From an optimization exercise on the open Yosys and OpenROAD flow, aimed at small area and a short achievable clock period; shortcuts taken in it are not production practice.
Only simulation tests tie the RTL to the original design; equivalence was not proved.
Power is estimated from default activity; no workload was simulated.

**design/flow/run.sh**
```bash
#!/bin/bash
# synth_recipe.tcl (not shown) runs the flow's synth.tcl, then flattens the netlist and writes it again
# the make line also repeats each setting of config.mk as NAME=value (left out here)
make -C /OpenROAD-flow-scripts/flow DESIGN_CONFIG=/design/flow/config.mk WORK_HOME=/design/flow/orfs CLKGATE_MAP_FILE= SYNTH_SCRIPT=/design/flow/synth_recipe.tcl finish
```
**design/flow/config.mk**
```make
export PLATFORM = sky130hd
export DESIGN_NAME = mips
export DESIGN_NICKNAME = mips
export VERILOG_FILES = /design/flow/design.v
export SDC_FILE = /design/flow/constraint.sdc
export NUM_CORES = 4
export LEC_CHECK = 0
export CAP_MARGIN = 20
export CORE_MARGIN = 2
export CORE_UTILIZATION = 45
export PLACE_DENSITY = 0.6
export SLEW_MARGIN = 20
```
**design/flow/constraint.sdc**
```tcl
create_clock -name core_clock -period 7.0 [get_ports {clk}]
set_input_delay 1.4000 -clock core_clock [delete_from_list [all_inputs] [get_ports {clk}]]
set_output_delay 1.4000 -clock core_clock [all_outputs]
set_load 0.01 [all_outputs]
```
**design/flow/design.v**
```verilog
module mips (
    input             clk,
    input             rst,
    output     [ 7:0] imem_addr,
    input      [31:0] imem_data,
    output     [31:0] ret,
    output            st_en,
    output     [ 7:0] st_addr,
    output     [31:0] st_data
);
    localparam NOOP = 8'h0;
    localparam LOAD = 8'h1;
    localparam LDNM = 8'h2;
    localparam STR  = 8'h3;
    localparam ADD  = 8'h4;
    localparam SUB  = 8'h5;
    localparam XOR  = 8'h6;
    localparam AND  = 8'h7;
    localparam JMP  = 8'h8;
    localparam JMP0 = 8'h9;
    localparam PUSH = 8'hA;
    localparam POP  = 8'hB;
    integer i;
    reg  [ 7:0] pc;
    reg  [31:0] rf    [0:12];
    reg  [12:0] rf_v;
    reg  [31:0] mem   [0:31];
    reg  [31:0] mem_v;
    reg  [31:0] stk   [0:31];
    reg  [31:0] stk_v;
    reg  [ 4:0] sp;
    reg         d_load, d_ldnm, d_str, d_add, d_sub, d_xor, d_and;
    reg         d_jmp, d_jmp0, d_push, d_pop;
    reg  [ 7:0] d_dest;
    reg  [ 7:0] d_src2;
    reg  [12:0] d_we;      
    reg  [31:0] op1, op2;  
    wire        m_in  = (d_src2[7:5] == 3'b000);
    wire [ 4:0] m_idx = d_src2[4:0];
    wire        m_vld = mem_v[m_idx];
    reg  [31:0] m_init;
    always @* begin
        case (m_idx)
            5'd0:    m_init = 32'hF;
            5'd2:    m_init = 32'h3;
            5'd3:    m_init = 32'hF;
            default: m_init = 32'h0;
        endcase
    end
    wire [31:0] m_rd = !m_in ? 32'h0 : (m_vld ? mem[m_idx] : m_init);
    wire [ 4:0] sp_top = sp - 5'd1;
    wire [31:0] s_rd   = stk[sp_top] & {32{stk_v[sp_top]}};
    wire [31:0] sum = op1 + ((d_sub ? ~op2 : op2)) + {31'h0, d_sub};
    wire [31:0] wd  = ((d_add | d_sub) ? sum : 32'h0)
                    | (d_xor  ? (op1 ^ op2)      : 32'h0)
                    | (d_and  ? (op1 & op2)      : 32'h0)
                    | (d_load ? m_rd             : 32'h0)
                    | (d_ldnm ? {24'h0, d_src2}  : 32'h0)
                    | (d_pop  ? s_rd             : 32'h0);
    always @(posedge clk) begin
        for (i = 0; i < 12; i = i + 1)
            if (d_we[i]) rf[i] <= wd;
        if (rst)           rf[12] <= 32'h0;
        else if (d_we[12]) rf[12] <= wd;
    end
    always @(posedge clk) rf_v <= rst ? 13'h0 : (rf_v | d_we);
    wire [31:0] m_we = (d_str && d_dest[7:5] == 3'b000) ? (32'h1 << d_dest[4:0]) : 32'h0;
    always @(posedge clk) begin
        for (i = 0; i < 32; i = i + 1)
            if (m_we[i]) mem[i] <= op2;
        mem_v <= rst ? 32'h0 : (mem_v | m_we);
    end
    wire [31:0] s_we = d_push ? (32'h1 << sp) : 32'h0;
    always @(posedge clk) begin
        for (i = 0; i < 32; i = i + 1)
            if (s_we[i]) stk[i] <= op2;
        stk_v <= rst ? 32'h0 : (stk_v | s_we);
        if (rst)         sp <= 5'd0;
        else if (d_push) sp <= sp + 5'd1;
        else if (d_pop)  sp <= sp_top;
    end
    wire take = d_jmp | (d_jmp0 & (|op2));
    always @(posedge clk) begin
        if (rst)       pc <= 8'h0;
        else if (take) pc <= d_dest;
        else           pc <= pc + 8'd1;
    end
    wire [7:0] f_op   = imem_data[31:24];
    wire [7:0] f_dest = imem_data[23:16];
    wire [7:0] f_src1 = imem_data[15:8];
    wire [7:0] f_src2 = imem_data[7:0];
    wire f_wr = (f_op == LOAD) | (f_op == LDNM) | (f_op == ADD) | (f_op == SUB) |
                (f_op == XOR)  | (f_op == AND)  | (f_op == POP);
    reg [12:0] f_sel1, f_sel2, f_we;
    reg [31:0] f_rd1, f_rd2;
    always @* begin
        for (i = 0; i < 13; i = i + 1) begin
            f_sel1[i] = (f_src1 == i);
            f_sel2[i] = (f_src2 == i);
            f_we[i]   = (f_dest == i) & f_wr;
        end
        f_rd1 = 32'h0;
        f_rd2 = 32'h0;
        for (i = 0; i < 13; i = i + 1) begin
            f_rd1 = f_rd1 | (rf[i] & {32{f_sel1[i] & rf_v[i]}});
            f_rd2 = f_rd2 | (rf[i] & {32{f_sel2[i] & rf_v[i]}});
        end
    end
    wire f_fw1 = |(f_sel1 & d_we);
    wire f_fw2 = |(f_sel2 & d_we);
    always @(posedge clk) begin
        op1 <= f_fw1 ? wd : f_rd1;
        op2 <= f_fw2 ? wd : f_rd2;
        d_dest <= f_dest;
        d_src2 <= f_src2;
        if (rst) begin
            d_load <= 1'b0; d_ldnm <= 1'b0; d_str  <= 1'b0; d_add  <= 1'b0;
            d_sub  <= 1'b0; d_xor  <= 1'b0; d_and  <= 1'b0; d_jmp  <= 1'b0;
            d_jmp0 <= 1'b0; d_push <= 1'b0; d_pop  <= 1'b0;
            d_we   <= 13'h0;
        end else begin
            d_load <= (f_op == LOAD);
            d_ldnm <= (f_op == LDNM);
            d_str  <= (f_op == STR);
            d_add  <= (f_op == ADD);
            d_sub  <= (f_op == SUB);
            d_xor  <= (f_op == XOR);
            d_and  <= (f_op == AND);
            d_jmp  <= (f_op == JMP);
            d_jmp0 <= (f_op == JMP0);
            d_push <= (f_op == PUSH);
            d_pop  <= (f_op == POP);
            d_we   <= f_we;
        end
    end
    assign imem_addr = pc;
    assign ret       = rf[12];
    assign st_en     = d_str;
    assign st_addr   = d_dest;
    assign st_data   = op2;
endmodule
```
==> flow_summary.ini <==
[status]
outcome = complete, no violations

[final_layout]
layout.nets = 7136
layout_common_cells = edfxtp_1 (2432), a22oi_1 (780), buf_4 (349)
multiInputGateArea_sq_um = 25400
layout-drive-gt1-share_pct = 14.5
utilization_pct = 52.2
area_growth_pct = 15.5
seq_area_sq_um = 77600
num-fill-cells = 18507
mostFrequentLayoutCell = edfxtp_1

[sta]
fin_skew_ns = 0.0816
relSlewSlack_pct = 14.4
fin_tns_setup_ns = 0
worst_pin_slew_ns = 1.28
fmax_mhz = 155
finalCritPeriodShare_pct = 92.4
finalHoldViolCount = 0
period_needed_ns = 6.47
finalSetupViolations = 0
rsz0062_at_grt = no
slew_violations = 0

[floorplan]
core_sq_um = 230000
die_x_um = 484
die_y_um = 484
start_util_pct = 45.2
io_pins = 115
fp-row-count = 176
die-area_sq_um = 235000

[global_routing]
grt_pass1_vias = 67173
grt_start_max_net_pins = 79
overflow = 0
grtUsageTotal_pct = 34.7
antenna_found_initial = 28
grt_first_pass_wirelength_um = 564000

[worst_hold_path]
worstHoldPathType = reg -> reg

[cts]
cts.sink_count = 2658
post_cts_buffers = 0
cts_tree = done
ctsHoldBuffers = 0
cts-htree-levels = 5
clk_transition_reported_paths_ns = 0.06
cts_root_buf = clkbuf_16
cts_buffer_depth = 4
clock_latency_ns = 0.99
ctsResizeCount = 0
cts_buffers = 294

[worst_setup_path]
crit_family = compound AO/OA/AOI/OAI gates
path_class = reg -> reg
cpPeakStageDelay_ns = 1.00
worstPathRequired_ns = 7.62
start_kind = flop
cp_slowest_cell = dfxtp_1
cp_max_fo = 36
crit_path_frequent_cell = buf_4
worstPathCellList = inv_1, ha_1, buf_4, and3b_1, a31oi_2, buf_4, nor2_1, buf_4, a22o_1, nor4_1, o2111ai_1, a221oi_2, inv_1
worstPathArrival_ns = 7.09
worst-path-buf-inv = 5
worst_setup_path_end_kind = flop

[synth]
synth_mux_area_share_pct = 1.24
synth_nets = 6811
synth_compound_area_share_pct = 13.6
ys_top_cells_by_area = edfxtp_1 (70%), a22oi_1 (5.6%), dfxtp_1 (4.4%)
ys_seq_elements = 2658
yosysSeqAreaShare_pct = 74.7
ys.flop_type = edfxtp_1
yosys.area.top_type_share_pct = 70.3
yosys.area_share.simple_pct = 7.17
synth-edff-count = 2432
synth_adder_area_share_pct = 0.959
synth_xor_area_share_pct = 0.562
ys_warn_count = 4
yosysUniqueCellTypes = 99
syn_area_sq_um = 104000
synthCells = 6698
synth_area_per_cell_sq_um = 15.5
async_flop_share_pct = 0
synth.largest_area_cell = edfxtp_1
synth_top_family_by_area = compound AO/OA/AOI/OAI gates

[detailed_routing]
first_pass_iters = 10
routed_via_density = 7.08
drt_iter0_markers = 15701
wl_um = 418000
drc_errors = 0
vias = 72809
wl_per_cell_um = 40.7
ant_nets = 0

[placed_design]
place.gp.congestion = 0.998
port_buffers = 114
dp_hpwl_um = 246000

[power_and_ir_drop]
vdd_drop_max_mv = 0.273
powerDensity_nw_per_um2 = 271
p_leak_uw = 0.0411

[flow_run]
max_cap_violations = 0
path summary, 6_finish.rpt:
path | from | end | slack (ns) | cells past startpoint
setup / recovery | sp[0]$_SDFFE_PP0P_ | rf[10][21]$_DFFE_PP_ | 0.53 | 13
hold / removal | mem_v[12]$_SDFF_PP0_ | mem_v[12]$_SDFF_PP0_ | 0.47 | 2
setup reg to reg | sp[0]$_SDFFE_PP0P_ | rf[10][21]$_DFFE_PP_ | 0.53 | 13
hold reg to reg | mem_v[12]$_SDFF_PP0_ | mem_v[12]$_SDFF_PP0_ | 0.47 | 2
stage by stage:
stage                     hold slack (ns)  power, uW  worst slack [ns]  cell area [sq um]  std cells
final                               0.470      32500             0.529             120000      10281
after floorplan                     0.435      17700              2.35             104000       6698
after global routing                0.484      33200             0.433             120000      10270
after global placement              0.444      18000             0.979             111000       9748
after detailed placement            0.454      18000             0.746             111000       9751
after CTS                           0.466      32500             0.762             120000      10259
worst register-to-register path, cell delays in order (launching register included):
cell       delay, ns
dfxtp_1         1.00
inv_1           0.33
ha_1            0.32
buf_4           0.29
and3b_1         0.32
a31oi_2         0.56
buf_4           0.39
nor2_1          0.11
buf_4           0.25
a22o_1          0.27
nor4_1          0.56
o2111ai_1       0.56
a221oi_2        0.83
inv_1           0.35
cell type report:
class | instances | share of cell area [%]
clock inverters | 116 | 0.907
inverters | 43 | 0.135
diodes | 20 | 0.0417
multi-input cells | 3556 | 21.2
flip-flops and latches | 2658 | 64.7
clock buffers | 392 | 6.66
well taps | 3026 | 3.16
repair buffers | 470 | 3.23
state kept, by name, summed over array words and instances (netlist names), 5 cells and up:
name,cells
mem,1024
stk,1024
op2,32
d_src2,8
stk_v,32
op1,32
rf,416
rf_v,13
d_dest,8
mem_v,32
sp,5
d_we,13
pc,8
routing by layer:
layer / track usage, % / share of wire [%] / vias to the layer above
met5: 0 / 0.0098 / -
met2: 50.8 / 43 / 6729
met1: 47.0 / 36 / 36550
li1: - / - / 28257
met3: 10.4 / 15 / 1267
met4: 17.2 / 6.0 / 6
where the power goes:
part           total (uW)  leakage, uW  switching, uW  internal [uW]
Sequential          17100       0.0259           31.8          17100
Clock               14900      0.00440           6180           8700
Combinational         506       0.0108            380            126
Total               32500       0.0411           6590          25900
synthesized netlist by cell type, types with 17 or more instances:
library cell / instances
a2111oi_0: 34
a31oi_1: 61
nor2b_1: 26
a21oi_1: 155
nor3_1: 127
mux2i_1: 51
nor4_1: 39
a32oi_1: 23
edfxtp_1: 2432
inv_1: 39
o211ai_1: 25
clkbuf_1: 372
a211oi_1: 46
nand3_1: 273
a311oi_1: 22
a22o_1: 122
a22oi_1: 780
nand2_1: 243
nand2b_1: 19
a21o_1: 19
nand4_1: 149
mux2_2: 23
dfxtp_1: 226
a221oi_1: 57
nor2_1: 388
mux4_2: 23
xnor2_1: 20
a222oi_1: 130
ha_1: 78
and2_1: 35
o31ai_1: 22
and3_1: 106
buf_1: 17
o21ai_0: 77
o22ai_1: 26
xor2_1: 43
buf_2: 44
o2111ai_1: 18
a221o_1: 48
logic make-up after synthesis:
family | after synthesis
compound gates | 1818
simple gates | 1497
mux | 97
xor+xnor | 65
buf+inv | 484
fa+ha+maj | 79
flops | 2658

==> afterwards: timing with drivers on the ports <==
Ports are ideal in the flow. The routed layout listed here was re-timed in OpenROAD.
Step 1, drivers: a clkbuf_16 drives clk and a buf_2 each remaining input, both assumed.
Step 2 moves the port delays by t, midway between the first and last clock arrival at a register: inputs arrive t later, outputs are due t later. That takes back most of the time a late clock gives input paths.
Three values: no drivers, after step 1, after step 2; two values: the first two.
t (ns): 1.033
slack for setup (ns): 0.529 / 0.529 / 0.529
worst slew at a driven data input, ns: 0.33
After both steps setup and hold are still met in this run. For this run, drivers alone change the setup slack by 0.000 ns; drivers and shift together by 0.000 ns.
